Source: an optimization exercise on an open RTL-to-GDS flow (aim: small area). Production flows keep margins and buffers that such runs may drop.
No functional check of the RTL was part of any run shown here.
No activity file was given, so power comes from the tool's default toggle rates.

$ cat design/flow/run.sh
#!/bin/bash
# synth_recipe.tcl (not shown) runs the flow's synth.tcl, then flattens the netlist and writes it again
# the make line also repeats each setting of config.mk as NAME=value (left out here)
make -C /OpenROAD-flow-scripts/flow DESIGN_CONFIG=/design/flow/config.mk WORK_HOME=/design/flow/orfs CLKGATE_MAP_FILE= SYNTH_SCRIPT=/design/flow/synth_recipe.tcl finish
$ cat design/flow/config.mk
export PLATFORM = sky130hd
export DESIGN_NAME = AHBPERIPH
export DESIGN_NICKNAME = AHBPERIPH
export VERILOG_FILES = /design/flow/design.v
export SDC_FILE = /design/flow/constraint.sdc
export NUM_CORES = 4
export LEC_CHECK = 0
export CAP_MARGIN = 20
export CORE_MARGIN = 2
export CORE_UTILIZATION = 60
export CTS_BUF_LIST = sky130_fd_sc_hd__clkbuf_4
export PLACE_DENSITY = 0.7
export SLEW_MARGIN = 20
$ cat design/flow/constraint.sdc
create_clock -name core_clock -period 10.0 [get_ports {HCLK}]
set_input_delay 2.0000 -clock core_clock [delete_from_list [all_inputs] [get_ports {HCLK}]]
set_output_delay 2.0000 -clock core_clock [all_outputs]
set_load 0.01 [all_outputs]
$ cat design/flow/design.v
module FIFO (
  input  wire       clk,
  input  wire       resetn,
  input  wire       rd,
  input  wire       wr,
  input  wire [7:0] w_data,
  output wire       empty,
  output wire       full,
  output wire [3:0] r_ptr,
  output wire [127:0] mem_flat
);
  reg [7:0] mem [0:15];
  reg [3:0] w_ptr_reg, r_ptr_reg;
  reg       full_reg, empty_reg;
  wire      w_en = wr & ~full_reg;
  always @(posedge clk)
    if (w_en) mem[w_ptr_reg] <= w_data;
  genvar g;
  generate for (g = 0; g < 16; g = g + 1) begin : flat
    assign mem_flat[g*8 +: 8] = mem[g];
  end endgenerate
  wire [3:0] w_succ = w_ptr_reg + 1'b1;
  wire [3:0] r_succ = r_ptr_reg + 1'b1;
  always @(posedge clk or negedge resetn)
    if (!resetn) begin
      w_ptr_reg <= 4'd0;
      r_ptr_reg <= 4'd0;
      full_reg  <= 1'b0;
      empty_reg <= 1'b1;
    end else begin
      case ({w_en, rd})
        2'b01: if (~empty_reg) begin
                 r_ptr_reg <= r_succ;
                 full_reg  <= 1'b0;
                 if (r_succ == w_ptr_reg) empty_reg <= 1'b1;
               end
        2'b10: begin
                 w_ptr_reg <= w_succ;
                 empty_reg <= 1'b0;
                 if (w_succ == r_ptr_reg) full_reg <= 1'b1;
               end
        2'b11: begin
                 w_ptr_reg <= w_succ;
                 r_ptr_reg <= r_succ;
               end
        default: ;
      endcase
    end
  assign empty = empty_reg;
  assign full  = full_reg;
  assign r_ptr = r_ptr_reg;
endmodule
module AHBPERIPH(
  input  wire        HCLK,
  input  wire        HRESETn,
  input  wire [31:0] HADDR,
  input  wire [1:0]  HTRANS,
  input  wire        HWRITE,
  input  wire [31:0] HWDATA,
  output reg  [31:0] HRDATA,
  output wire        HREADY,
  input  wire        RsRx,
  output wire        RsTx,
  input  wire        capture_event,
  output wire        PWM_OUT,
  input  wire [15:0] GPIOIN,
  output wire [15:0] GPIOOUT,
  output wire [6:0]  seg,
  output wire        dp,
  output wire [3:0]  an,
  output wire        uart_irq,
  output wire        timer_irq,
  output wire        gpio_irq
);
  localparam [2:0] S_Z = 3'b000;    
  localparam [2:0] S_N = 3'b001;    
  localparam [2:0] S_U = 3'b100;
  localparam [2:0] S_T = 3'b101;
  localparam [2:0] S_G = 3'b110;
  localparam [2:0] S_S = 3'b111;
  reg [2:0] slot_n;
  always @* begin
    case (HADDR[31:24])
      8'h00, 8'h50, 8'h55, 8'h56, 8'h57, 8'h58: slot_n = S_Z;
      8'h51: slot_n = S_U;
      8'h52: slot_n = S_T;
      8'h53: slot_n = S_G;
      8'h54: slot_n = S_S;
      default: slot_n = S_N;
    endcase
  end
  reg [2:0] a_slot;
  reg [7:0] a_addr;
  reg       a_wr;
  reg       a_tr;
  always @(posedge HCLK)
    if (HREADY) begin
      a_slot <= slot_n;
      a_addr <= HADDR[7:0];
      a_wr   <= HWRITE;
      a_tr   <= HTRANS[1];
    end
  reg rflag;
  always @(posedge HCLK or negedge HRESETn)
    if (!HRESETn) rflag <= 1'b1;
    else          rflag <= 1'b0;
  wire [2:0] d_slot = rflag ? S_Z : a_slot;
  wire a_aligned = (a_addr[7:5] == 3'b000) & (a_addr[1:0] == 2'b00);
  wire [2:0] a_idx = a_addr[4:2];
  wire ra0 = a_aligned & (a_idx == 3'd0);
  wire ra1 = a_aligned & (a_idx == 3'd1);
  wire ra2 = a_aligned & (a_idx == 3'd2);
  wire ra3 = a_aligned & (a_idx == 3'd3);
  wire ra4 = a_aligned & (a_idx == 3'd4);
  wire ra5 = a_aligned & (a_idx == 3'd5);
  wire acc_w = a_tr & a_wr;
  wire sel_u = a_tr & (a_slot == S_U);
  wire wr_t  = acc_w & (a_slot == S_T);
  wire wr_g  = acc_w & (a_slot == S_G);
  wire wr_s  = acc_w & (a_slot == S_S);
  wire tx_full, tx_empty, rx_full, rx_empty;
  wire [3:0] tx_rptr, rx_rptr;
  wire [127:0] tx_mem, rx_mem;
  assign HREADY = ~((d_slot == S_U) & tx_full);
  wire uart_wr = sel_u &  a_wr & ra0;
  wire uart_rd = sel_u & ~a_wr & ra0;
  wire baud_wr = sel_u &  a_wr & ra1 & ~tx_full;
  wire par_wr  = sel_u &  a_wr & ra2;
  reg [15:0] BAUD;
  reg [7:0]  PARR;
  reg        w_baud;
  always @(posedge HCLK or negedge HRESETn)
    if (!HRESETn) begin
      BAUD   <= 16'd326;
      PARR   <= 8'd0;
      w_baud <= 1'b0;
    end else if (baud_wr) begin
      BAUD   <= HWDATA[15:0];
      w_baud <= 1'b1;
    end else if (par_wr) begin
      PARR   <= HWDATA[7:0];
    end else begin
      w_baud <= 1'b0;
    end
  wire baud_hi0 = (BAUD[15:9] == 7'd0);
  reg [2:0] fcode;
  always @* begin
    fcode = 3'd0;
    if (baud_hi0) begin
      if (BAUD[8:0] == 9'd326) fcode = 3'd1;
      if (BAUD[8:0] == 9'd81)  fcode = 3'd2;
      if (BAUD[8:0] == 9'd54)  fcode = 3'd3;
      if (BAUD[8:0] == 9'd27)  fcode = 3'd4;
    end
  end
  reg [2:0] dcode;
  reg [8:0] bcnt;
  reg [8:0] blim;
  always @* begin
    case (dcode)
      3'd1:    blim = 9'd326;
      3'd2:    blim = 9'd81;
      3'd3:    blim = 9'd54;
      3'd4:    blim = 9'd27;
      default: blim = 9'd162;
    endcase
  end
  wire btick = (bcnt == blim);
  always @(posedge HCLK or negedge HRESETn)
    if (!HRESETn) begin
      bcnt  <= 9'd0;
      dcode <= 3'd0;
    end else if (w_baud) begin
      bcnt  <= 9'd0;
      dcode <= fcode;
    end else begin
      bcnt  <= btick ? 9'd0 : bcnt + 1'b1;
    end
  localparam [2:0] ST_IDLE = 3'd0, ST_START = 3'd1, ST_DATA = 3'd2,
                   ST_PAR = 3'd3, ST_STOP = 3'd4;
  reg [2:0] tx_st;
  reg [3:0] tx_b;
  reg [2:0] tx_cnt;
  reg       tx_reg;
  reg       tx_p;       
  reg       tx_pen;     
  wire      tx_bend = btick & (tx_b == 4'd15);
  wire [7:0] tx_head = tx_mem[tx_rptr*8 +: 8];
  wire      tx_bit  = tx_head[tx_cnt];
  wire      tx_done = (tx_st == ST_STOP) & tx_bend;
  always @(posedge HCLK or negedge HRESETn)
    if (!HRESETn) begin
      tx_st  <= ST_IDLE;
      tx_reg <= 1'b1;
    end else begin
      case (tx_st)
        ST_IDLE:  begin
                    tx_reg <= 1'b1;
                    if (~tx_empty) tx_st <= ST_START;
                  end
        ST_START: begin
                    tx_reg <= 1'b0;
                    if (tx_bend) tx_st <= ST_DATA;
                  end
        ST_DATA:  begin
                    tx_reg <= tx_bit;
                    if (tx_bend & (tx_cnt == 3'd7))
                      tx_st <= PARR[1] ? ST_PAR : ST_STOP;
                  end
        ST_PAR:   begin
                    tx_reg <= tx_p;
                    if (tx_bend) tx_st <= ST_STOP;
                  end
        ST_STOP:  begin
                    tx_reg <= 1'b1;
                    if (tx_bend) tx_st <= ST_IDLE;
                  end
        default:  ;
      endcase
    end
  always @(posedge HCLK)
    case (tx_st)
      ST_IDLE: begin
        tx_b   <= 4'd0;
        tx_p   <= PARR[1] & PARR[0];
        tx_pen <= PARR[1];
      end
      ST_START: if (btick) begin
        tx_b   <= tx_b + 1'b1;
        if (tx_b == 4'd15) tx_cnt <= 3'd0;
      end
      ST_DATA: if (btick) begin
        tx_b <= tx_b + 1'b1;
        if (tx_b == 4'd15) begin
          tx_p <= tx_p ^ (tx_pen & tx_bit);
          if (tx_cnt != 3'd7) tx_cnt <= tx_cnt + 1'b1;
        end
      end
      ST_PAR: if (btick) tx_b <= tx_b + 1'b1;
      ST_STOP: if (btick & (tx_b != 4'd15)) tx_b <= tx_b + 1'b1;
      default: ;
    endcase
  assign RsTx = tx_reg;
  FIFO uFIFO_TX (
    .clk(HCLK), .resetn(HRESETn), .rd(tx_done), .wr(uart_wr),
    .w_data(HWDATA[7:0]), .empty(tx_empty), .full(tx_full),
    .r_ptr(tx_rptr), .mem_flat(tx_mem)
  );
  reg [2:0] rx_st;
  reg [3:0] rx_b;
  reg [2:0] rx_cnt;
  reg [7:0] rx_data;
  reg       rx_perr;
  wire      rx_bend = btick & (rx_b == 4'd15);
  wire      rx_done = (rx_st == ST_STOP) & rx_bend;
  always @(posedge HCLK or negedge HRESETn)
    if (!HRESETn) begin
      rx_st   <= ST_IDLE;
      rx_perr <= 1'b0;
    end else begin
      case (rx_st)
        ST_IDLE:  if (~RsRx) rx_st <= ST_START;
        ST_START: if (btick & (rx_b == 4'd7)) rx_st <= ST_DATA;
        ST_DATA:  if (rx_bend & (rx_cnt == 3'd7))
                    rx_st <= PARR[1] ? ST_PAR : ST_STOP;
        ST_PAR:   if (rx_bend) begin
                    rx_st   <= ST_STOP;
                    rx_perr <= RsRx ^ (^rx_data) ^ PARR[0];
                  end
        ST_STOP:  if (rx_bend) rx_st <= ST_IDLE;
        default:  ;
      endcase
    end
  always @(posedge HCLK)
    case (rx_st)
      ST_IDLE: rx_b <= 4'd0;
      ST_START: if (btick) begin
        if (rx_b == 4'd7) begin
          rx_b   <= 4'd0;
          rx_cnt <= 3'd0;
        end else
          rx_b <= rx_b + 1'b1;
      end
      ST_DATA: if (btick) begin
        rx_b <= rx_b + 1'b1;
        if (rx_b == 4'd15) begin
          rx_data <= {RsRx, rx_data[7:1]};
          if (rx_cnt != 3'd7) rx_cnt <= rx_cnt + 1'b1;
        end
      end
      ST_PAR: if (btick) rx_b <= rx_b + 1'b1;
      ST_STOP: if (btick & (rx_b != 4'd15)) rx_b <= rx_b + 1'b1;
      default: ;
    endcase
  FIFO uFIFO_RX (
    .clk(HCLK), .resetn(HRESETn), .rd(uart_rd), .wr(rx_done),
    .w_data(rx_data), .empty(rx_empty), .full(rx_full),
    .r_ptr(rx_rptr), .mem_flat(rx_mem)
  );
  wire [7:0] rx_head = rx_mem[rx_rptr*8 +: 8];
  assign uart_irq = ~rx_empty;
  reg [17:0] scan;
  always @(posedge HCLK or negedge HRESETn)
    if (!HRESETn) scan <= 18'h08000;
    else          scan <= scan + 1'b1;
  wire clk16 = &scan[3:0];
  wire [1:0] ring = scan[17:16];
  reg  [4:0]  control;
  reg  [31:0] load, cmp_val, value, cap_val;
  reg         clear, t_state, t_out, t_irq;
  always @(posedge HCLK or negedge HRESETn)
    if (!HRESETn) begin
      control <= 5'd0;
      load    <= 32'd0;
      cmp_val <= 32'd0;
      clear   <= 1'b0;
    end else if (wr_t) begin
      if (ra2) control <= HWDATA[4:0];
      if (ra0) load    <= HWDATA;
      if (ra4) cmp_val <= HWDATA;
      if (ra3) clear   <= HWDATA[0];
    end
  wire t_tick  = control[0] & (~control[4] | clk16);
  wire [2:0] t_mode = control[3:1];
  wire m_per = (t_mode == 3'd1);
  wire m_cmp = (t_mode == 3'd2);
  wire m_pwm = (t_mode == 3'd3);
  wire m_cap = (t_mode == 3'd4);
  wire m_free = ~(m_per | m_cmp | m_pwm | m_cap);
  wire v_zero = (value == 32'd0);
  wire v_eq   = (value == cmp_val);
  wire run    = t_tick & t_state;
  wire reload = ~t_state | (m_per & v_zero) | (m_cmp & v_eq) |
                (m_pwm & ~v_eq & v_zero);
  wire irq_set = ((m_free | m_per) & v_zero) | (m_cmp & v_eq) |
                 (m_pwm & (v_eq | v_zero)) | (m_cap & capture_event);
  always @(posedge HCLK or negedge HRESETn)
    if (!HRESETn) begin
      t_state <= 1'b0;
      value   <= 32'd0;
      t_out   <= 1'b1;
      cap_val <= 32'd0;
      t_irq   <= 1'b0;
    end else begin
      if (t_tick) begin
        t_state <= 1'b1;
        value   <= reload ? load : value - 1'b1;
      end
      if (t_tick & ~t_state)
        t_out <= 1'b1;
      else if (run & m_pwm & v_eq)
        t_out <= 1'b0;
      else if (run & m_pwm & v_zero)
        t_out <= 1'b1;
      if (run & m_cap & capture_event)
        cap_val <= value;
      t_irq <= (run & irq_set) | (t_irq & ~clear);
    end
  assign PWM_OUT   = t_out;
  assign timer_irq = t_irq;
  reg [15:0] g_out, g_dir, g_mask, g_in, g_prev;
  reg        g_irq;
  always @(posedge HCLK or negedge HRESETn)
    if (!HRESETn) begin
      g_out  <= 16'd0;
      g_dir  <= 16'd0;
      g_mask <= 16'd0;
    end else if (wr_g) begin
      if (a_addr == 8'h08) g_mask <= HWDATA[15:0];
      if (a_addr == 8'h04) g_dir  <= HWDATA[15:0];
      if (a_addr == 8'h00)
        g_out <= (g_out & ~(g_mask & g_dir)) | (HWDATA[15:0] & g_mask & g_dir);
    end
  always @(posedge HCLK)
    g_in <= (g_dir & g_out) | (~g_dir & GPIOIN);
  always @(posedge HCLK or negedge HRESETn)
    if (!HRESETn) begin
      g_prev <= 16'd0;
      g_irq  <= 1'b0;
    end else begin
      g_prev <= GPIOIN;
      g_irq  <= |((GPIOIN ^ g_prev) & ~g_dir);
    end
  assign GPIOOUT  = g_out;
  assign gpio_irq = g_irq;
  reg [7:0] DIG1, DIG2, DIG3, DIG4;
  reg       DISP;
  always @(posedge HCLK or negedge HRESETn)
    if (!HRESETn) begin
      DIG1 <= 8'h05;
      DIG2 <= 8'h0E;
      DIG3 <= 8'h00;
      DIG4 <= 8'h01;
      DISP <= 1'b0;
    end else if (wr_s) begin
      if (ra0) DIG1 <= HWDATA[7:0];
      if (ra1) DIG2 <= HWDATA[7:0];
      if (ra2) DIG3 <= HWDATA[7:0];
      if (ra3) DIG4 <= HWDATA[7:0];
      if (ra4) DISP <= HWDATA[0];
    end
  reg [7:0] code;
  always @* begin
    case (ring)
      2'd0: code = DIG1;
      2'd1: code = DIG2;
      2'd2: code = DIG3;
      default: code = DIG4;
    endcase
  end
  assign an = ~(4'b0001 << ring);
  assign dp = ~code[7];
  reg [6:0] seg_on;    
  always @* begin
    seg_on = 7'b0000000;
    if (code[6:4] == 3'b000) begin
      case (code[3:0])
        4'h0: seg_on = 7'b0111111;
        4'h1: seg_on = 7'b0000110;
        4'h2: seg_on = 7'b1011011;
        4'h3: seg_on = 7'b1001111;
        4'h4: seg_on = 7'b1100110;
        4'h5: seg_on = 7'b1101101;
        4'h6: seg_on = 7'b1111101;
        4'h7: seg_on = 7'b0000111;
        4'h8: seg_on = 7'b1111111;
        4'h9: seg_on = 7'b1101111;
        4'ha: seg_on = DISP ? 7'b0 : 7'b1110111;
        4'hb: seg_on = DISP ? 7'b0 : 7'b1111100;
        4'hc: seg_on = DISP ? 7'b0 : 7'b0111001;
        4'hd: seg_on = DISP ? 7'b0 : 7'b1011110;
        4'he: seg_on = DISP ? 7'b0 : 7'b1111001;
        default: seg_on = DISP ? 7'b0 : 7'b1110001;
      endcase
    end
  end
  assign seg = ~seg_on;
  always @* begin
    HRDATA = 32'd0;
    case (d_slot)
      S_N: HRDATA = 32'hDEADBEEF;
      S_U: begin
        if (ra0) HRDATA[7:0]  = rx_head;
        if (ra1) HRDATA[15:0] = BAUD;
        if (ra2) HRDATA[7:0]  = PARR;
        if (ra3) HRDATA[2:0]  = {tx_full, rx_empty, rx_perr};
      end
      S_T: begin
        if (ra0) HRDATA = load;
        if (ra1) HRDATA = value;
        if (ra2) HRDATA[4:0] = control;
        if (ra4) HRDATA = cmp_val;
        if (ra5) HRDATA = cap_val;
      end
      S_G: HRDATA[15:0] = g_in;
      S_S: begin
        if (ra0) HRDATA[7:0] = DIG1;
        if (ra1) HRDATA[7:0] = DIG2;
        if (ra2) HRDATA[7:0] = DIG3;
        if (ra3) HRDATA[7:0] = DIG4;
        if (ra4) HRDATA[0]   = DISP;
      end
      default: ;
    endcase
  end
endmodule
==> impl_metrics.tcl, run 1 <==
set metrics [dict create \
    vias 19159 \
    drc 0 \
    largest_registers "uFIFO_RX.mem: 128 flops, uFIFO_TX.mem: 128 flops" \
    fin_util_pct 69.39 \
    dieHeight_um 223.7 \
    setup_viol 0 \
    area_growth_pct 14.17 \
    rsz0062_at_grt "false" \
    critical_path_class "register to output port" \
    synthesis.area_mm2 0.02896 \
    status "complete, no violations" \
    p_per_area_mw_per_mm2 172.2 \
    htreeDepth 4 \
    synth-simple-area-share_pct 8.970 \
    grt_pass1_vias 19126 \
    hold_buffers 0 \
    vias_per_cell 6.192 \
    cp_max_fo 12 \
    p_leak_nw 12.33 \
    min_period_over_period_pct 69.97 \
    die_width_um 223.7 \
    overflow 0 \
    yosysWarnings 2 \
    hold_viol 0 \
    avgSynthCellArea_um2 13.54 \
    dieArea_mm2 0.05004 \
    cts_tree "yes" \
    core_region_area_mm2 0.04765 \
    cts_buffers 161 \
    worstHoldPathType "register to register" \
    cts.repair.resized 0 \
    synth_top_family_by_area "multiplexers" \
    antenna_found_initial 3 \
    core.rowCount 80 \
    fin_crit_ps 6997 \
    fmax_mhz 142.9 \
    arrival_ps 5000 \
    drt_pass1_iterations 7 \
    gp_congestion 0.8545 \
    place_inst 2796 \
    clock_latency_ps 1010 \
    ys.flop_type "dfrtp_1" \
    drv_slew 0 \
    yosysUniqueCellTypes 81 \
    grt_first_pass_wirelength_mm 109.2 \
    start_util_pct 60.77 \
    grtUsageTotal_pct 28.86 \
    final_cells 3094 \
    grt_max_degree 154 \
    post_drt_wl_per_cell_um 22.83 \
    post-cts-setup-buffer-count 0 \
    cp.required_ps 8000 \
    synth_edf_count 293 \
    slew-limit-headroom_pct 29.54 \
    drive_gt1_share_pct 26.91 \
    syn-instance-count 2138 \
    synth-adder-area-share_pct 1.123 \
    clkTransAtPathRegs_ps 70 \
    io_pins 153 \
    port_buffers 135 \
    seq_area_frac_synth_pct 59.13 \
    cp-start-kind "register" \
    cap_violations 0 \
    synthArstFlopShare_pct 50.80 \
    worst_slew_pin_slew_ps 1051 \
    synth_compound_area_share_pct 6.961 \
    synthMuxAreaShare_pct 17.54 \
    clock_sinks 628 \
    ys_ff_latch 628 \
    antenna_left 0 \
    end_kind "output port" \
    synth-xor-area-share_pct 3.599 \
    skew_ps 45.83 \
    drtIter0Drc 2085 \
    root_buffer "clkbuf_4" \
    dp_hpwl_mm 45.47 \
    tns_ps 0 \
    irDropWorstVdd_mv 0.1951 \
    synth_nets 2251 \
    nets 2458 \
    cts_buffer_depth 3 \
    drt_wl_total_mm 70.63 \
]
[cell usage after synthesis (14+ instances only)]
cell type  count  area [µm²]
dfrtp_1      303        7582
edfxtp_1     293        8798
mux2_2       234        2635
nor2_1       125       469.2
nand2_1      108       405.4
xnor2_1       96       840.8
clkbuf_1      94       352.8
mux4_2        81        1824
o21ai_0       65       325.3
mux2i_1       62       620.6
inv_1         59       221.5
nand3_1       58       290.3
a21oi_1       44       220.2
nor3_1        40       200.2
ha_1          26       325.3
nor4_1        26       162.7
xor2_1        23       201.4
and3_1        21       131.4
nand4_1       21       131.4
o22ai_1       21       131.4
o2bb2ai_1     20       175.2
nor2b_1       19       118.9
buf_1         18       67.56
nand2b_1      18       112.6
o221ai_1      18       157.7
a221oi_1      17       148.9
dfstp_2       16       420.4
dfxtp_1       16       320.3
and2_1        15       93.84
a222oi_1      14       140.1
[path summary, 6_finish.rpt]
| check | start | to | slack [ps] | cells after the start |
|---|---|---|---|---|
| min in group asynchronous | HRESETn | scan[11] | 1040 | 1 |
| max in group asynchronous | HRESETn | cap_val[23] | 7570 | 2 |
| worst min-delay path | scan[0] | scan[0] | 460 | 1 |
| worst max register to register | value[11] | value[30] | 6020 | 8 |
| worst max-delay path | a_addr[6] | HRDATA[7] | 3000 | 8 |
| worst min register to register | scan[0] | scan[0] | 460 | 1 |
[cell type report]
class,instances,area (µm²)
Tap cell,615,769.5
Multi-Input combinational cell,1324,11100
Inverter,59,221.5
Antenna cell,4,10.01
Clock inverter,35,246.5
Clock buffer,258,1937
Sequential cell,628,17120
Fill cell,3438,14590
Timing Repair Buffer,171,1649
[worst max-delay path: stages, from the launching register on]
cell             delay (ps)
edfxtp_1                350
or4_1                   690
nor3_2                  580
nand3_1                 670
nor2_1                  260
nor3_1                  130
a211oi_1                420
o221ai_1                300
clkdlybuf4s50_1         570
[logic make-up after synthesis]
kind of cell	after synthesis
other	1
AO/OA/AOI/OAI	292
flip-flops	628
XOR/XNOR	119
adder cells (fa/ha/maj)	26
multiplexers	377
buffers and inverters	186
AND/OR/NAND/NOR	509
[metrics by stage]
| step | hold slack (ps) | instance area, µm² | total power, mW | setup slack (ps) |
|---|---|---|---|---|
| 2_1_floorplan | 422.4 | 28960 | 3.235 | 5090 |
| 3_3_place_gp | 437.7 | 30830 | 3.415 | 3721 |
| 3_5_place_dp | 448.0 | 30830 | 3.430 | 3751 |
| 4_1_cts | 457.0 | 33020 | 5.742 | 2609 |
| 5_1_grt | 469.1 | 33060 | 5.936 | 2814 |
| 6_report | 460.4 | 33060 | 5.694 | 3003 |
[power breakdown]
group | leakage [nW] | total, mW | switching (mW) | internal, mW
Clock | 1.30 | 2.31 | 1.04 | 1.27
Sequential | 6.66 | 2.95 | 0.141 | 2.81
Combinational | 4.36 | 0.433 | 0.214 | 0.218
Total | 12.3 | 5.69 | 1.40 | 4.30
[metal layers]
metal  vias to the layer above  track usage, %  wire length, µm
met2                       737           43.84            32890
met4                         0           10.24             1450
li1                       8575               -                -
met3                       121           6.270             4715
met5                         -               0                0
met1                      9726           41.62            31580
[cell usage in the layout (no fill, tap or decap), types with 34 or more instances in the layout]
cell type / instances
a21oi_1: 44
buf_4: 34
clkbuf_4: 258
clkdlybuf4s50_1: 132
dfrtp_1: 301
edfxtp_1: 293
inv_1: 59
mux2_2: 234
mux2i_1: 62
mux4_2: 81
nand2_1: 108
nand3_1: 57
nor2_1: 125
nor3_1: 37
o21ai_0: 65
xnor2_1: 96
==> run 2, diff against run 1 <==
--- a/design/flow/config.mk
+++ b/design/flow/config.mk
@@ -9,5 +9,4 @@
 export CORE_MARGIN = 2
-export CORE_UTILIZATION = 60
-export CTS_BUF_LIST = sky130_fd_sc_hd__clkbuf_4
-export PLACE_DENSITY = 0.7
+export CORE_UTILIZATION = 40
+export PLACE_DENSITY = 0.6
 export SLEW_MARGIN = 20
==> impl_metrics.tcl, run 2 <==
set metrics [dict create \
    cp_max_fo 12 \
    dp_hpwl_mm 47.61 \
    ys.flop_type "dfrtp_1" \
    tns_ps 0 \
    seq_area_frac_synth_pct 59.13 \
    core_region_area_mm2 0.07161 \
    r2r_slack_ps 5960 \
    grt_max_degree 142 \
    fin_crit_ps 6590 \
    p_leak_nw 12.15 \
    r2r_start "a_addr[6]" \
    rr_worst_depth 5 \
    drtIter0Drc 1533 \
    grt_pass1_vias 18514 \
    root_buffer "clkbuf_16" \
    die_width_um 273.1 \
    clkTransAtPathRegs_ps 60 \
    gp_congestion 0.8397 \
    largest_registers "uFIFO_RX.mem: 128 flops, uFIFO_TX.mem: 128 flops" \
    overflow 0 \
    end_kind "output port" \
    port_buffers 135 \
    clock_sinks 628 \
    worstHoldPathType "register to register" \
    avgSynthCellArea_um2 13.54 \
    drt_pass1_iterations 5 \
    slew-limit-headroom_pct 28.42 \
    yosysWarnings 2 \
    post-cts-setup-buffer-count 0 \
    drv_slew 0 \
    cts_buffer_depth 3 \
    synthArstFlopShare_pct 50.80 \
    cp-start-kind "register" \
    final_common_cell "dfrtp_1" \
    skew_ps 32.63 \
    synth.most_common_cell "dfrtp_1" \
    yosysUniqueCellTypes 81 \
    vias 18447 \
    nets 2369 \
    hold_path.startpoint "scan[0]" \
    hold_buffers 0 \
    fmax_mhz 151.7 \
    place_ws_ps 4135 \
    setup_viol 0 \
    drc 0 \
    core.rowCount 98 \
    cts.repair.resized 0 \
    htreeDepth 3 \
    vias_per_cell 5.653 \
    antenna_left 0 \
    synth_nets 2251 \
    drt_wl_total_mm 72.44 \
    synth_edf_count 293 \
    worst_slew_pin_slew_ps 1070 \
    synthTopCellsByArea "edfxtp_1 30%, dfrtp_1 26%, mux2_2 9.1%, mux4_2 6.3%, xnor2_1 2.9%" \
    cts_tree "yes" \
    io_pins 153 \
    ys_ff_latch 628 \
    status "complete, no violations" \
    hold_viol 0 \
    cp.required_ps 8000 \
    setup.worst_path.start "a_addr[6]" \
    synth_area_leader_cell "edfxtp_1" \
    antenna_cells 0 \
    irDropWorstVdd_mv 0.1548 \
    fin_ws_ps 3410 \
    grtUsageTotal_pct 19.44 \
    r2r_end "g_mask[9]" \
    critical_path_class "register to output port" \
    start_util_pct 40.44 \
    post_drt_wl_per_cell_um 22.20 \
    p_per_area_mw_per_mm2 176.8 \
    final_cell_mix "300 x dfrtp_1, 293 x edfxtp_1, 234 x mux2_2" \
    cap_violations 0 \
    syn-instance-count 2138 \
    synth_top_area_share_pct 30.38 \
    netlist_top_cells_count "303 x dfrtp_1, 293 x edfxtp_1, 234 x mux2_2" \
    rsz0062_at_grt "false" \
    synthesis.area_mm2 0.02896 \
    clock_latency_ps 630 \
    final_cells 3263 \
    dieArea_mm2 0.07456 \
    antenna_found_initial 1 \
    min_period_over_period_pct 65.90 \
    arrival_ps 4590 \
    dieHeight_um 273.1 \
    place_inst 3133 \
    cts_buffers 70 \
    drive_gt1_share_pct 21.75 \
    worstSetupEndpoint "HRDATA[5]" \
    area_growth_pct 16.04 \
    grt_first_pass_wirelength_mm 111.7 \
]
[run 2: cell counts after synthesis]
No cell type changed its count.
[run 2: worst max-delay path, cell delays in order (launching register included)]
cell             delay, ps
edfxtp_1               350
or4_1                  650
or4_1                  660
nor2_1                 890
a222oi_1               280
o221ai_1               500
clkdlybuf4s50_1        640
[run 2: per-stage QoR]
| step | hold WS, ps | utilization, % | total power [mW] | area, µm² |
|---|---|---|---|---|
| floorplan | 422.4 | - | 3.235 | 28960 |
| global placement | 440.5 | 43.68 | 3.426 | 31280 |
| detailed placement | 449.8 | 43.68 | 3.443 | 31280 |
| CTS | 455.9 | 46.90 | 5.997 | 33590 |
| global route | 467.9 | 46.92 | 6.158 | 33600 |
| finish | 456.4 | 46.92 | 5.940 | 33600 |
[run 2: worst min-delay path by stage]
stage | end | depth (start not counted) | slack, ps
2_1_floorplan | scan[0] | 1 | 420
3_3_place_gp | scan[0] | 1 | 440
3_5_place_dp | scan[0] | 1 | 450
4_1_cts | scan[0] | 1 | 460
5_1_grt | scan[0] | 1 | 470
6_report | scan[0] | 1 | 460
[run 2: cells by family (layout without fill, tap and decap cells)]
kind of cell / count (synthesis) / in the layout / synth area share (%)
mux: 377 / 377 / 17.54
xor+xnor: 119 / 119 / 3.599
simple gates: 509 / 509 / 8.970
compound gates: 292 / 292 / 6.961
other cells: 1 / 1 / 0.01295
flops: 628 / 628 / 59.13
buf+inv: 186 / 361 / 2.662
fa+ha+maj: 26 / 26 / 1.123
[run 2: routing by layer]
layer  vias up  global-route usage [%]  wire length, µm
met5         -                       0                0
met1      9556                   28.14            33580
met4         0                   5.997             1525
met2       494                   30.27            33610
met3        96                   2.908             3717
li1       8301                       -                -
[run 2: cell type report]
type / count / area (µm²)
Sequential cell: 628 / 17130
Timing Repair Buffer: 173 / 1654
Clock buffer: 109 / 2102
Clock inverter: 20 / 203.9
Multi-Input combinational cell: 1324 / 11110
Tap cell: 950 / 1189
Fill cell: 6311 / 38010
Inverter: 59 / 221.5
[run 2: power breakdown]
part           switching [mW]  internal [mW]  total, mW
Clock                    1.06           1.48       2.54
Sequential              0.144           2.81       2.96
Combinational           0.220          0.219      0.440
Total                    1.42           4.52       5.94
==> run 3, diff against run 2 <==
--- a/design/flow/design.v
+++ b/design/flow/design.v
@@ -128,8 +128,12 @@
   wire par_wr  = sel_u &  a_wr & ra2;
-  reg [15:0] BAUD;
+  reg [15:0] BAUD_r;
+  reg        baud_v;
   reg [7:0]  PARR;
   reg        w_baud;
+  wire [15:0] BAUD = baud_v ? BAUD_r : 16'd326;
+  always @(posedge HCLK)
+    if (baud_wr) BAUD_r <= HWDATA[15:0];
   always @(posedge HCLK or negedge HRESETn)
     if (!HRESETn) begin
-      BAUD   <= 16'd326;
+      baud_v <= 1'b0;
       PARR   <= 8'd0;
@@ -137,3 +141,3 @@
     end else if (baud_wr) begin
-      BAUD   <= HWDATA[15:0];
+      baud_v <= 1'b1;
       w_baud <= 1'b1;
@@ -309,2 +313,3 @@
   reg  [31:0] load, cmp_val, value, cap_val;
+  reg         load_v, cmp_v, cap_v;
   reg         clear, t_state, t_out, t_irq;
@@ -313,10 +318,15 @@
       control <= 5'd0;
-      load    <= 32'd0;
-      cmp_val <= 32'd0;
       clear   <= 1'b0;
+      load_v  <= 1'b0;
+      cmp_v   <= 1'b0;
     end else if (wr_t) begin
       if (ra2) control <= HWDATA[4:0];
+      if (ra3) clear   <= HWDATA[0];
+      if (ra0) load_v  <= 1'b1;
+      if (ra4) cmp_v   <= 1'b1;
+    end
+  always @(posedge HCLK)
+    if (wr_t) begin
       if (ra0) load    <= HWDATA;
       if (ra4) cmp_val <= HWDATA;
-      if (ra3) clear   <= HWDATA[0];
     end
@@ -330,3 +340,3 @@
   wire v_zero = (value == 32'd0);
-  wire v_eq   = (value == cmp_val);
+  wire v_eq   = cmp_v ? (value == cmp_val) : v_zero;
   wire run    = t_tick & t_state;
@@ -336,2 +346,8 @@
                  (m_pwm & (v_eq | v_zero)) | (m_cap & capture_event);
+  wire cap_now = run & m_cap & capture_event;
+  always @(posedge HCLK)
+    if (t_tick)
+      value <= reload ? (load_v ? load : 32'd0) : value - 1'b1;
+  always @(posedge HCLK)
+    if (cap_now) cap_val <= value;
   always @(posedge HCLK or negedge HRESETn)
@@ -339,11 +355,7 @@
       t_state <= 1'b0;
-      value   <= 32'd0;
       t_out   <= 1'b1;
-      cap_val <= 32'd0;
+      cap_v   <= 1'b0;
       t_irq   <= 1'b0;
     end else begin
-      if (t_tick) begin
-        t_state <= 1'b1;
-        value   <= reload ? load : value - 1'b1;
-      end
+      if (t_tick) t_state <= 1'b1;
       if (t_tick & ~t_state)
@@ -354,4 +366,3 @@
         t_out <= 1'b1;
-      if (run & m_cap & capture_event)
-        cap_val <= value;
+      if (cap_now) cap_v <= 1'b1;
       t_irq <= (run & irq_set) | (t_irq & ~clear);
@@ -361,15 +372,19 @@
   reg [15:0] g_out, g_dir, g_mask, g_in, g_prev;
+  reg        g_mask_v;
   reg        g_irq;
+  wire [15:0] g_wmask = g_mask & g_dir & {16{g_mask_v}};
   always @(posedge HCLK or negedge HRESETn)
     if (!HRESETn) begin
-      g_out  <= 16'd0;
-      g_dir  <= 16'd0;
-      g_mask <= 16'd0;
+      g_out    <= 16'd0;
+      g_dir    <= 16'd0;
+      g_mask_v <= 1'b0;
     end else if (wr_g) begin
-      if (a_addr == 8'h08) g_mask <= HWDATA[15:0];
+      if (a_addr == 8'h08) g_mask_v <= 1'b1;
       if (a_addr == 8'h04) g_dir  <= HWDATA[15:0];
       if (a_addr == 8'h00)
-        g_out <= (g_out & ~(g_mask & g_dir)) | (HWDATA[15:0] & g_mask & g_dir);
+        g_out <= (g_out & ~g_wmask) | (HWDATA[15:0] & g_wmask);
     end
   always @(posedge HCLK)
+    if (wr_g & (a_addr == 8'h08)) g_mask <= HWDATA[15:0];
+  always @(posedge HCLK)
     g_in <= (g_dir & g_out) | (~g_dir & GPIOIN);
@@ -448,7 +463,7 @@
       S_T: begin
-        if (ra0) HRDATA = load;
-        if (ra1) HRDATA = value;
+        if (ra0 & load_v)  HRDATA = load;
+        if (ra1 & t_state) HRDATA = value;
         if (ra2) HRDATA[4:0] = control;
-        if (ra4) HRDATA = cmp_val;
-        if (ra5) HRDATA = cap_val;
+        if (ra4 & cmp_v)   HRDATA = cmp_val;
+        if (ra5 & cap_v)   HRDATA = cap_val;
       end
==> design/flow/flow/run.sh (new file) <==
#!/bin/bash
set -e
cp standard.sh standard.sh.copy.txt
export BUFFER_PORTS_ARGS="-buffer_cell sky130_fd_sc_hd__buf_1"
export CTS_ARGS="-sink_clustering_enable -repair_clock_nets -dont_use_dummy_load -buf_list sky130_fd_sc_hd__clkbuf_4"
bash standard.sh > standard.log 2>&1
==> design/flow/standard.sh (new file) <==
#!/bin/bash
# synth_recipe.tcl (not shown) runs the flow's synth.tcl, then flattens the netlist and writes it again
# the make line also repeats each setting of config.mk as NAME=value (left out here)
make -C /OpenROAD-flow-scripts/flow DESIGN_CONFIG=/design/flow/config.mk WORK_HOME=/design/flow/orfs CLKGATE_MAP_FILE= SYNTH_SCRIPT=/design/flow/synth_recipe.tcl "${@:-finish}"
removed: design/flow/run.sh
==> impl_metrics.tcl, run 3 <==
set metrics [dict create \
    status "complete, no violations" \
    fillers 6384 \
    p_per_area_mw_per_mm2 148.9 \
    synth_top_area_share_pct 48.20 \
    p_leak_nw 10.34 \
    cp.depth 8 \
    clock_latency_ps 950 \
    root_buffer "clkbuf_4" \
    synthTopCellsByArea "edfxtp_1 48%, dfrtp_1 13%, mux4_2 6.1%, mux2_2 4.2%, xnor2_1 3.7%" \
    irDropWorstVdd_mv 0.1045 \
    rr_worst_depth 6 \
    drv_slew 0 \
    synthArstFlopShare_pct 25.91 \
    largest_registers "uFIFO_RX.mem: 128 flops, uFIFO_TX.mem: 128 flops" \
    ys_ff_latch 633 \
    synth_nets 2061 \
    grt_max_degree 165 \
    cp-start-kind "register" \
    path_cells "or4_1 -> nor4b_2 -> buf_4 -> and2_2 -> a22o_1 -> a221oi_1 -> o221ai_1 -> buf_1" \
    min_period_over_period_pct 61.72 \
    grt_pass1_vias 17878 \
    post-cts-setup-buffer-count 0 \
    port_buffers 135 \
    grtUsageTotal_pct 18.89 \
    tns_ps 0 \
    die_width_um 269.6 \
    ys.flop_type "edfxtp_1" \
    overflow 0 \
    place_ws_ps 4789 \
    cap_violations 0 \
    critical_path_class "register to output port" \
    clock_sinks 633 \
    rsz0062_at_grt "false" \
    clkTransAtPathRegs_ps 50 \
    drt_wl_total_mm 68.91 \
    drive_gt1_share_pct 20.39 \
    slew-limit-headroom_pct 29.98 \
    skew_ps 109.5 \
    cts_buffers 166 \
    htreeDepth 4 \
    final_cell_mix "453 x edfxtp_1, 167 x clkbuf_4, 150 x dfrtp_1" \
    multi_input_area_mm2 0.009632 \
    start_util_pct 40.37 \
    seq_area_frac_synth_pct 63.93 \
    io_pins 153 \
    cp_max_fo 32 \
    nets 2293 \
    avgSynthCellArea_um2 14.49 \
    cts_tree "yes" \
    antenna_found_initial 2 \
    final_common_cell "edfxtp_1" \
    drc 0 \
    hold_buffers 0 \
    dpl_cell_area_mm2 0.02981 \
    synth_edf_count 453 \
    r2r_start "a_addr[5]" \
    syn-instance-count 1948 \
    cp_top_family "simple AND/OR/NAND/NOR gates" \
    worstHoldPathType "register to register" \
    dieArea_mm2 0.07270 \
    stdcell_area_mm2 0.03106 \
    end_kind "output port" \
    slowest_delay_ps 750 \
    worst_slew_pin_slew_ps 1050 \
    synth.most_common_cell "edfxtp_1" \
    synth_area_leader_cell "edfxtp_1" \
    core_region_area_mm2 0.06991 \
    dieHeight_um 269.6 \
    fmax_mhz 162.0 \
    hold_viol 0 \
    post_drt_wl_per_cell_um 22.09 \
    regArea_mm2 0.01804 \
    yosysWarnings 2 \
    yosysUniqueCellTypes 89 \
    dp_hpwl_mm 44.09 \
    fin_ws_ps 3828 \
    area_growth_pct 10.04 \
    netlist_top_cells_count "453 x edfxtp_1, 152 x dfrtp_1, 122 x nand2_1" \
    vias_per_cell 5.605 \
    holdPathStages 1 \
    cts.repair.resized 0 \
    cp.required_ps 8000 \
    holdWs_ps 460.1 \
    drt_pass1_iterations 5 \
    synthesis.area_mm2 0.02822 \
    hold_path.startpoint "scan[10]" \
    grt_first_pass_wirelength_mm 105.5 \
    setup_viol 0 \
    antenna_left 0 \
    core.rowCount 97 \
    drtIter0Drc 1516 \
    gp_congestion 0.8424 \
    setup.worst_path.start "a_addr[5]" \
    arrival_ps 4170 \
    cp_slowest_cell "and2_2" \
    vias 17488 \
    fin_crit_ps 6172 \
    cts_buffer_depth 3 \
    path_buf_inv 2 \
]
==> run 3: changes by cell type in the layout (fill, tap and decap cells not counted), sizes merged, moves of 16 or more <==
cell / change
clkdlybuf4s50: -134
xnor2: +22
mux2: -129
edfxtp: +160
buf: +129
clkinv: -16
clkbuf: +59
dfrtp: -151
nor2: -36
o2bb2ai: -20
inv: -20
a22oi: +45
o21ai: -28
==> run 3: routing by layer <==
metal	global-route usage [%]	up-vias	part of all wire, %
li1	-	7936	-
met1	25.59	8891	44
met2	30.18	555	48
met3	4.266	106	5.7
met4	6.287	0	2.1
met5	0	-	0
==> run 3: final cells by class <==
cell class,instances,area share [%]
antenna,2,0.01611
clock buffer,166,4.013
timing repair buffer,170,2.599
multi-input combinational,1170,31.01
sequential,633,58.10
tap,940,3.787
inverter,39,0.4714
==> run 3: where the power goes <==
part | switching (mW) | total, mW | internal [mW]
logic | 0.0814 | 0.125 | 0.0440
clock network | 0.906 | 1.65 | 0.749
registers | 0.0187 | 2.84 | 2.83
total | 1.01 | 4.62 | 3.62
==> run 3: final timing paths <==
check / to / slack [ps]
max: HRDATA[6] / 3830
min: scan[10] / 460
max reg2reg: uFIFO_TX.mem[15][5] / 6020
min reg2reg: scan[10] / 460
max in group asynchronous: uFIFO_RX.r_ptr_reg[0] / 7870
min in group asynchronous: g_prev[10] / 1160
==> run 3: kinds of logic (layout without fill, tap and decap cells) <==
family | Yosys count | count (layout) | synth area share [%]
xor+xnor | 148 | 148 | 4.593
compound gates | 270 | 270 | 6.743
other cells | 1 | 3 | 0.01329
flops | 633 | 633 | 63.93
mux | 230 | 230 | 12.04
fa+ha+maj | 27 | 27 | 1.188
buf+inv | 145 | 375 | 2.123
simple gates | 494 | 494 | 9.376
==> run 3: through the flow <==
stage / util (%) / cells / power (mW)
6_report: 44.43 / 3120 / 4.625
5_1_grt: 44.43 / 3120 / 4.830
4_1_cts: 44.42 / 3118 / 4.692
3_5_place_dp: 42.64 / 2952 / 3.023
3_3_place_gp: 42.60 / 2951 / 3.019
2_1_floorplan: - / 1948 / 2.942
==> run 4, diff against run 3 <==
==> design/flow/flow/run.sh (replaced) <==
#!/bin/bash
set -euo pipefail
W=$PWD
# Synthesis script: synth_recipe.tcl with abc's -script argument replaced.
{
  echo "proc abc {args} {"
  echo "  set i [lsearch -exact \$args -script]"
  echo "  if {\$i >= 0} { lset args [expr {\$i + 1}] $W/flow/area.abc }"
  echo "  yosys abc {*}\$args"
  echo "}"
  cat synth_recipe.tcl
} > my_synth.tcl
sed "s|SYNTH_SCRIPT=[^ ]*|SYNTH_SCRIPT=$W/my_synth.tcl|" standard.sh > my_standard.sh
grep -q "SYNTH_SCRIPT=$W/my_synth.tcl" my_standard.sh
export BUFFER_PORTS_ARGS="-buffer_cell sky130_fd_sc_hd__buf_1"
export CTS_ARGS="-sink_clustering_enable -repair_clock_nets -dont_use_dummy_load -buf_list sky130_fd_sc_hd__clkbuf_4 -root_buf sky130_fd_sc_hd__clkbuf_16 -sink_clustering_size 8 -sink_clustering_max_diameter 40"
bash my_standard.sh > standard.log 2>&1
==> design/flow/flow/area.abc (new file) <==
strash
dc2
dch -f
amap -m -F 4 -A 8
==> impl_metrics.tcl, run 4 <==
set metrics [dict create \
    status "complete, no violations" \
    grt_pass1_vias 19969 \
    clkTransAtPathRegs_ps 80 \
    setup_viol 0 \
    drtIter0Drc 2391 \
    stdcell_area_mm2 0.02998 \
    dp_hpwl_mm 51.72 \
    ys.flop_type "edfxtp_1" \
    multi_input_area_mm2 0.007954 \
    core_region_area_mm2 0.06704 \
    root_buffer "clkbuf_16" \
    cts_tree "yes" \
    p_leak_nw 9.487 \
    cts_buffers 105 \
    skew_ps 80.84 \
    path_cells "nor3_1 -> nand3b_1 -> nor3_1 -> clkinv_1 -> nor2_1 -> buf_4 -> clkinv_1 -> buf_4 -> o221ai_1 -> o221ai_1 -> o2111a_1 -> o21ai_0 -> buf_1" \
    worstHoldPathType "register to register" \
    end_kind "output port" \
    yosysWarnings 2 \
    vias_per_cell 5.980 \
    antenna_cells 0 \
    seq_area_frac_synth_pct 66.64 \
    clock_sinks 633 \
    largest_registers "uFIFO_RX.mem: 128 flops, uFIFO_TX.mem: 128 flops" \
    cp_max_fo 18 \
    tns_ps 0 \
    cp.required_ps 8000 \
    p_per_area_mw_per_mm2 145.0 \
    area_growth_pct 10.74 \
    cts_buffer_depth 3 \
    die_width_um 264.2 \
    antenna_left 0 \
    antenna_found_initial 1 \
    rsz0062_at_grt "false" \
    synthArstFlopShare_pct 25.91 \
    critical_path_class "register to output port" \
    synth_nets 2390 \
    final_common_cell "edfxtp_1" \
    final_cells 3427 \
    nets 2669 \
    holdPathStages 0 \
    p_total_mw 4.349 \
    drt_wl_total_mm 77.41 \
    cp_slowest_cell "clkinv_1" \
    arrival_ps 5630 \
    vias 20494 \
    start_util_pct 40.39 \
    syn-instance-count 2277 \
    r2r_start "value[28]" \
    fmax_mhz 131.1 \
    ys_ff_latch 633 \
    synthTopCellsByArea "edfxtp_1 50%, dfrtp_1 14%, o22ai_1 5.5%, clkinv_1 4.1%, nor2_1 3.3%" \
    hold_path.startpoint "value[19]" \
    post_drt_wl_per_cell_um 22.59 \
    netlist_top_cells_count "453 x edfxtp_1, 295 x clkinv_1, 238 x nor2_1" \
    setup.worst_path.start "a_addr[5]" \
    yosysUniqueCellTypes 58 \
    synth.most_common_cell "edfxtp_1" \
    rr_worst_depth 14 \
    worst_slew_pin_slew_ps 1033 \
    io_pins 153 \
    fillers 6183 \
    synth_area_leader_cell "edfxtp_1" \
    place_inst 3322 \
    drc 0 \
    overflow 0 \
    avgSynthCellArea_um2 11.89 \
    cp-start-kind "register" \
    synth_top_area_share_pct 50.24 \
    hold_buffers 0 \
    slowest_delay_ps 800 \
    dpl_cell_area_mm2 0.02904 \
    irDropWorstVdd_mv 0.1063 \
    post-cts-setup-buffer-count 0 \
    drt_pass1_iterations 8 \
    core.rowCount 95 \
    gp_congestion 0.8891 \
    drv_slew 0 \
    min_period_over_period_pct 76.28 \
    grt_first_pass_wirelength_mm 118.7 \
    fin_crit_ps 7628 \
    drive_gt1_share_pct 6.304 \
    dieArea_mm2 0.06978 \
    grtUsageTotal_pct 22.00 \
    regArea_mm2 0.01804 \
    slew-limit-headroom_pct 30.20 \
    clock_latency_ps 600 \
    hold_viol 0 \
    port_buffers 135 \
    htreeDepth 3 \
    place_ws_ps 3030 \
    dieHeight_um 264.2 \
    synth_edf_count 453 \
    fin_ws_ps 2372 \
    synthesis.area_mm2 0.02707 \
    grt_max_degree 165 \
    cap_violations 0 \
    final_cell_mix "453 x edfxtp_1, 295 x clkinv_1, 237 x o22ai_1" \
    cts.repair.resized 0 \
]
run 4: layer usage:
metal / GRT usage (%) / part of all wire, %
met1: 31.19 / 43
met2: 34.13 / 46
met3: 4.810 / 9.2
met4: 6.143 / 1.9
met5: 0 / 0
run 4: power breakdown:
part / total [mW] / internal, mW / switching [mW]
sequential: 2.81 / 2.80 / 0.00370
combinational: 0.0885 / 0.0186 / 0.0699
clock: 1.45 / 0.606 / 0.847
run 4: kinds of logic (layout without fill, tap and decap cells):
logic type | Yosys count | after routing | synth area share (%)
compound gates | 786 | 786 | 19.44
fa+ha+maj | 26 | 26 | 1.202
xor+xnor | 2 | 2 | 0.06471
flops | 633 | 633 | 66.64
buf+inv | 295 | 572 | 4.090
other cells | 1 | 1 | 0.01385
simple gates | 534 | 534 | 8.549
run 4: final timing paths:
path	to	slack, ps
worst max-delay path	HRDATA[0]	2370
worst min-delay path	cap_val[19]	470
worst max register to register	value[11]	4830
worst min register to register	cap_val[19]	470
max in group asynchronous	cmp_v	7590
min in group asynchronous	g_prev[10]	1480
run 4: critical path, delay by kind of cell, from the launching register on:
family,cells,cell delay [ps]
AOI/OAI and AO/OA,4,900
and+or+nand+nor,4,1650
buffers and inverters,5,2110
DFF,1,370
run 4: cell type report:
type                            instances  area share, %
Sequential cell                       633          60.18
Multi-Input combinational cell       1349          26.53
Inverter                              295          3.693
Tap cell                              873          3.643
Clock buffer                          105          3.155
Timing Repair Buffer                  172          2.796
run 4: metrics by stage:
step	hold WS (ps)	util, %
after floorplan	433.9	-
after global placement	450.8	43.22
after detailed placement	453.9	43.31
after CTS	472.3	44.72
after global routing	477.6	44.72
final	471.1	44.72
==> run 5, diff against run 4 <==
--- a/design/flow/config.mk
+++ b/design/flow/config.mk
@@ -9,4 +9,4 @@
 export CORE_MARGIN = 2
-export CORE_UTILIZATION = 40
-export PLACE_DENSITY = 0.6
+export CORE_UTILIZATION = 55
+export PLACE_DENSITY = 0.7
 export SLEW_MARGIN = 20
==> impl_metrics.tcl, run 5 <==
set metrics [dict create \
    status "complete, no violations" \
    io_pins 153 \
    dieArea_mm2 0.05102 \
    drt_pass1_iterations 6 \
    final_common_cell "edfxtp_1" \
    drc 0 \
    largest_registers "uFIFO_RX.mem: 128 flops, uFIFO_TX.mem: 128 flops" \
    seq_area_frac_synth_pct 66.64 \
    drtIter0Drc 2396 \
    dp_hpwl_mm 49.50 \
    rsz0062_at_grt "false" \
    place_inst 3110 \
    regArea_mm2 0.01804 \
    vias 20743 \
    place_ws_ps 3250 \
    skew_ps 53.05 \
    setup_viol 0 \
    cts.repair.resized 0 \
    synth_edf_count 453 \
    htreeDepth 3 \
    worst_slew_pin_slew_ps 1036 \
    yosysWarnings 2 \
    r2r_start "value[15]" \
    cp-start-kind "register" \
    clkTransAtPathRegs_ps 80 \
    clock_latency_ps 610 \
    antenna_left 0 \
    yosysUniqueCellTypes 58 \
    antenna_found_initial 1 \
    synthArstFlopShare_pct 25.91 \
    dpl_cell_area_mm2 0.02873 \
    cts_buffer_depth 3 \
    cts_buffers 99 \
    cap_violations 0 \
    grt_first_pass_wirelength_mm 113.6 \
    cp.required_ps 8000 \
    clkPwrFrac_pct 33.2 \
    port_buffers 135 \
    multi_input_area_mm2 0.007960 \
    switchingPower_mw 0.9255 \
    cp_slowest_cell "clkinv_1" \
    synth_area_leader_cell "edfxtp_1" \
    root_buffer "clkbuf_16" \
    path_buf_inv 4 \
    stdcell_area_mm2 0.02970 \
    fillers 4006 \
    hold_end "cap_val[19]" \
    cp_top_family "buffers and inverters" \
    post-cts-setup-buffer-count 0 \
    p_comb_share_pct 2.0 \
    final_cell_mix "453 x edfxtp_1, 295 x clkinv_1, 237 x o22ai_1" \
    r2r_slack_ps 4940 \
    holdPathStages 0 \
    hold_viol 0 \
    synth_top_area_share_pct 50.24 \
    fmax_mhz 131.3 \
    avgSynthCellArea_um2 11.89 \
    p_total_mw 4.326 \
    fin_util_pct 60.93 \
    gp_congestion 0.9480 \
    ys.flop_type "edfxtp_1" \
    tns_ps 0 \
    post_drt_wl_per_cell_um 23.28 \
    fin_crit_ps 7615 \
    internal_power_mw 3.400 \
    synthTopCellsByArea "edfxtp_1 50%, dfrtp_1 14%, o22ai_1 5.5%, clkinv_1 4.1%, nor2_1 3.3%" \
    cp_max_fo 27 \
    slowest_delay_ps 810 \
    grt_pass1_vias 19622 \
    netlist_top_cells_count "453 x edfxtp_1, 295 x clkinv_1, 238 x nor2_1" \
    ys_ff_latch 633 \
    arrival_ps 5620 \
    synthesis.area_mm2 0.02707 \
    synth_nets 2390 \
    drv_slew 0 \
    dieHeight_um 225.9 \
    vias_per_cell 6.456 \
    r2r_end "value[9]" \
    syn-instance-count 2277 \
    slew-limit-headroom_pct 30.50 \
    min_period_over_period_pct 76.15 \
    die_width_um 225.9 \
    worstHoldPathType "register to register" \
    rr_worst_depth 17 \
    hold_path.startpoint "value[19]" \
    core.rowCount 81 \
    drive_gt1_share_pct 6.122 \
    final_cells 3213 \
    overflow 0 \
    path_cells "nor3_1 -> nand3b_1 -> nor3_1 -> clkinv_1 -> nor2_1 -> buf_4 -> clkinv_1 -> o21ai_0 -> o22ai_1 -> o221ai_1 -> nand3_1 -> buf_1" \
    holdWs_ps 469.6 \
    p_per_area_mw_per_mm2 145.6 \
    nets 2663 \
    critical_path_class "register to output port" \
    switching_share_pct 21.39 \
    synth.most_common_cell "edfxtp_1" \
    grtUsageTotal_pct 29.43 \
    area_growth_pct 9.705 \
    hold_buffers 0 \
    irDropWorstVdd_mv 0.1123 \
    clock_sinks 633 \
    end_kind "output port" \
    core_region_area_mm2 0.04875 \
    seqPwrFrac_pct 64.9 \
    start_util_pct 55.54 \
    grt_max_degree 76 \
    p_leak_nw 9.468 \
    cts_tree "yes" \
    drt_wl_total_mm 74.80 \
    fin_ws_ps 2385 \
]
[run 5: cell count changes in the layout (fill, tap and decap cells not counted)]
cell	before	now
clkbuf_4	97	91
buf_12	4	0
buf_16	0	3
buf_8	0	1
diode_2	0	1
nor4_1	19	18
nor4_2	0	1
[run 5: area by class of cell]
| cell class | instances | area share [%] |
|---|---|---|
| Sequential cell | 633 | 60.75 |
| Multi-Input combinational cell | 1349 | 26.80 |
| Inverter | 295 | 3.728 |
| Clock buffer | 99 | 3.033 |
| Timing Repair Buffer | 172 | 2.881 |
| Tap cell | 664 | 2.797 |
| Antenna cell | 1 | 0.008425 |
[run 5: cells by family after synthesis]
kind of cell | Yosys count | synth area share (%)
other | 1 | 0.01385
xor gates and xnor gates | 2 | 0.06471
and+or+nand+nor | 534 | 8.549
adders and majority gates | 26 | 1.202
AOI/OAI and AO/OA | 786 | 19.44
buffers and inverters | 295 | 4.090
DFF | 633 | 66.64
[run 5: layer usage]
layer  vias to the layer above  share of wire (%)  track usage [%]
li1                       9392                  -                -
met4                         0                3.0            10.83
met1                     10028                 41            41.87
met2                      1172                 46            44.74
met5                         -                  0                0
met3                       151                 11            6.466
[run 5: how the worst max path moves through the flow]
stage               cells after the start  startpoint   endpoint
floorplan                               7   a_addr[5]  HRDATA[0]
detailed placement                     12   a_addr[5]  HRDATA[0]
CTS                                    12   a_addr[5]  HRDATA[0]
finish                                 12   a_addr[5]  HRDATA[2]
global placement                       12   a_addr[5]  HRDATA[0]
global route                           12   a_addr[5]  HRDATA[2]
[run 5: power groups by stage]
stage / Clock (mW) / Sequential, mW / Combinational (mW)
floorplan: 0 / 2.86 / 0.0197
global placement: 0 / 2.86 / 0.0813
CTS: 1.46 / 2.81 / 0.0837
global route: 1.56 / 2.81 / 0.0924
finish: 1.43 / 2.81 / 0.0851
detailed placement: 0 / 2.86 / 0.0835
==> run 6, diff against run 5 <==
--- a/design/flow/flow/run.sh
+++ b/design/flow/flow/run.sh
@@ -15,3 +15,3 @@
 export BUFFER_PORTS_ARGS="-buffer_cell sky130_fd_sc_hd__buf_1"
-export CTS_ARGS="-sink_clustering_enable -repair_clock_nets -dont_use_dummy_load -buf_list sky130_fd_sc_hd__clkbuf_4 -root_buf sky130_fd_sc_hd__clkbuf_16 -sink_clustering_size 8 -sink_clustering_max_diameter 40"
+export CTS_ARGS="-sink_clustering_enable -repair_clock_nets -dont_use_dummy_load -buf_list sky130_fd_sc_hd__clkbuf_8 -sink_clustering_size 14 -sink_clustering_max_diameter 50"
 bash my_standard.sh > standard.log 2>&1
--- a/design/flow/config.mk
+++ b/design/flow/config.mk
@@ -9,4 +9,4 @@
 export CORE_MARGIN = 2
-export CORE_UTILIZATION = 55
-export PLACE_DENSITY = 0.7
+export CORE_UTILIZATION = 40
+export PLACE_DENSITY = 0.6
 export SLEW_MARGIN = 20
==> impl_metrics.tcl, run 6 <==
set metrics [dict create \
    fin_crit_ps 7652 \
    gp_congestion 0.8891 \
    skew_ps 96.39 \
    post-cts-setup-buffer-count 0 \
    rr_worst_depth 14 \
    synth_area_leader_cell "edfxtp_1" \
    grtUsageTotal_pct 21.95 \
    core_region_area_mm2 0.06704 \
    io_pins 153 \
    drive_gt1_share_pct 5.153 \
    drtIter0Drc 2415 \
    netlist_top_cells_count "453 x edfxtp_1, 295 x clkinv_1, 238 x nor2_1" \
    r2r_start "value[28]" \
    final_common_cell "edfxtp_1" \
    dpl_cell_area_mm2 0.02904 \
    cp_slowest_cell "clkinv_1" \
    cp_top_family "buffers and inverters" \
    cp.depth 13 \
    seq_area_frac_synth_pct 66.64 \
    clkTransAtPathRegs_ps 90 \
    cts_buffer_depth 3 \
    fillers 6171 \
    status "complete, no violations" \
    switching_share_pct 21.10 \
    vias_per_cell 6.002 \
    synth-simple-area-share_pct 8.549 \
    drv_slew 0 \
    holdPathStages 0 \
    drt_pass1_iterations 9 \
    irDropWorstVdd_mv 0.08612 \
    cts_buffers 74 \
    synthTopCellsByArea "edfxtp_1 50%, dfrtp_1 14%, o22ai_1 5.5%, clkinv_1 4.1%, nor2_1 3.3%" \
    end_kind "output port" \
    synthArstFlopShare_pct 25.91 \
    min_period_over_period_pct 76.52 \
    ys.flop_type "edfxtp_1" \
    path_buf_inv 5 \
    slew-limit-headroom_pct 29.03 \
    grt_max_degree 165 \
    cp-start-kind "register" \
    rsz0062_at_grt "false" \
    yosysUniqueCellTypes 58 \
    cp.required_ps 8000 \
    dieArea_mm2 0.06978 \
    core.rowCount 95 \
    worst_slew_pin_slew_ps 1050 \
    ys_ff_latch 633 \
    r2r_slack_ps 4860 \
    drc 0 \
    dp_hpwl_mm 51.72 \
    p_leak_nw 9.467 \
    slowest_delay_ps 790 \
    stdcell_area_mm2 0.03006 \
    synthesis.area_mm2 0.02707 \
    synth_top_family_by_area "compound AO/OA/AOI/OAI gates" \
    synth_edf_count 453 \
    fmax_mhz 130.7 \
    clock_sinks 633 \
    grt_pass1_vias 19754 \
    hold_viol 0 \
    vias 20390 \
    htreeDepth 3 \
    cts.repair.resized 0 \
    setup_viol 0 \
    arrival_ps 5650 \
    largest_registers "uFIFO_RX.mem: 128 flops, uFIFO_TX.mem: 128 flops" \
    grt_first_pass_wirelength_mm 118.5 \
    synth_nets 2390 \
    p_per_area_mw_per_mm2 146.7 \
    dieHeight_um 264.2 \
    root_buffer "clkbuf_8" \
    clkPwrFrac_pct 34.3 \
    port_buffers 135 \
    overflow 0 \
    post_drt_wl_per_cell_um 22.82 \
    synth.most_common_cell "edfxtp_1" \
    r2r_end "value[11]" \
    seqPwrFrac_pct 63.7 \
    cp_max_fo 18 \
    synthMuxAreaShare_pct 0 \
    die_width_um 264.2 \
    path_cells "nor3_1 -> nand3b_1 -> nor3_1 -> clkinv_1 -> nor2_1 -> buf_4 -> clkinv_1 -> buf_4 -> o221ai_1 -> o221ai_1 -> o2111a_1 -> o21ai_0 -> buf_1" \
    worstHoldPathType "register to register" \
    area_growth_pct 11.02 \
    synth-adder-area-share_pct 1.202 \
    avgSynthCellArea_um2 11.89 \
    antenna_found_initial 2 \
    drt_wl_total_mm 77.54 \
    synth_compound_area_share_pct 19.44 \
    internal_power_mw 3.480 \
    antenna_left 0 \
    synth_top_area_share_pct 50.24 \
    nets 2638 \
    start_util_pct 40.39 \
    setup.worst_path.start "a_addr[5]" \
    hold_buffers 0 \
    cts_tree "yes" \
    critical_path_class "register to output port" \
    yosysWarnings 2 \
    tns_ps 0 \
    switchingPower_mw 0.9306 \
    clock_latency_ps 710 \
    final_cell_mix "453 x edfxtp_1, 295 x clkinv_1, 237 x o22ai_1" \
    cap_violations 0 \
    worstSetupEndpoint "HRDATA[0]" \
    syn-instance-count 2277 \
    synth-xor-area-share_pct 0.06470 \
    p_comb_share_pct 2.0 \
]
==> run 6: power by group through the flow <==
stage	Sequential, mW	Clock, mW	Combinational (mW)
after detailed placement	2.86	0	0.0881
final	2.81	1.51	0.0880
after global placement	2.86	0	0.0866
after CTS	2.81	1.55	0.0886
after global routing	2.81	1.64	0.0964
after floorplan	2.86	0	0.0197
==> run 6: final cells by class <==
| type | count | area (µm²) | share of cell area, % |
|---|---|---|---|
| multi-input combinational | 1349 | 7954 | 26.46 |
| antenna | 1 | 2.502 | 0.008325 |
| sequential | 633 | 18040 | 60.03 |
| tap | 873 | 1092 | 3.634 |
| clock buffer | 74 | 1018 | 3.388 |
| timing repair buffer | 172 | 838.3 | 2.789 |
| inverter | 295 | 1107 | 3.684 |
==> run 6: cell families (layout without fill, tap and decap cells) <==
logic type / Yosys count / count (layout)
buffers and inverters: 295 / 541
flip-flops: 633 / 633
AO/OA/AOI/OAI: 786 / 786
XOR/XNOR: 2 / 2
AND/OR/NAND/NOR: 534 / 534
other: 1 / 2
adder cells (fa/ha/maj): 26 / 26
==> run 6: metrics by stage <==
step	hold slack [ps]	power (mW)	utilization (%)	instances	worst slack, ps
final	464.6	4.410	44.84	3397	2348
after global routing	464.0	4.545	44.84	3397	1996
after CTS	469.2	4.448	44.83	3396	2298
after detailed placement	453.9	2.952	43.31	3322	3030
after global placement	450.8	2.951	43.22	3319	3095
after floorplan	433.9	2.884	-	2277	3047
==> run 6: how the worst min path moves through the flow <==
stage,startpoint,end,slack (ps)
6_report,value[7],cap_val[7],460
3_5_place_dp,value[15],cap_val[15],450
2_1_floorplan,clear,t_irq,430
3_3_place_gp,value[15],cap_val[15],450
5_1_grt,clear,t_irq,460
4_1_cts,value[7],cap_val[7],470
==> run 6: routing by layer <==
layer	wire length, µm	global-route usage [%]
met1	33440	31.41
met2	35530	34.21
met3	7049	4.418
met4	1515	5.682
met5	0	0
==> run 6: worst register-to-register path, cell delays in order (launching register included) <==
cell and delay [ps]:
edfxtp_1 520, nor2_1 220, nand2_1 150, or4_1 480, nor4_1 660, clkinv_1 280
o21a_1 280, nor2_1 100, nor4_1 50, nor3_1 170, buf_4 220, clkinv_1 820
nand2_1 290, buf_4 410, o22ai_1 170

## separate check: timing with driven ports
No port has a modelled driver above. Below, the same layouts with a new extraction and two added sets of constraints. Step 1: set_driving_cell puts a clkbuf_16 on HCLK and a buf_2 on each other input, an assumption about the parent block. Step 2 moves the port delays by t, midway between the first and last clock arrival at a register: inputs arrive t later, outputs are due t later. That takes back most of the time a late clock gives input paths. Three values: ideal ports, drivers, drivers and shift; two values: the first two.
run | t, ns | setup slack, ns | worst register clock-pin slew, ns
run 1 | 1.039 | 3.003 / 2.947 / 3.986 | 0.07 / 0.07
run 2 | 0.680 | 3.410 / 3.345 / 4.025 | 0.06 / 0.06
run 3 | 0.962 | 3.828 / 3.766 / 4.727 | 0.07 / 0.07
run 4 | 0.618 | 2.372 / 2.314 / 2.932 | 0.09 / 0.09
run 5 | 0.635 | 2.385 / 2.326 / 2.961 | 0.10 / 0.10
run 6 | 0.710 | 2.348 / 2.294 / 3.003 | 0.09 / 0.09
After both steps setup and hold are still met in every run listed.
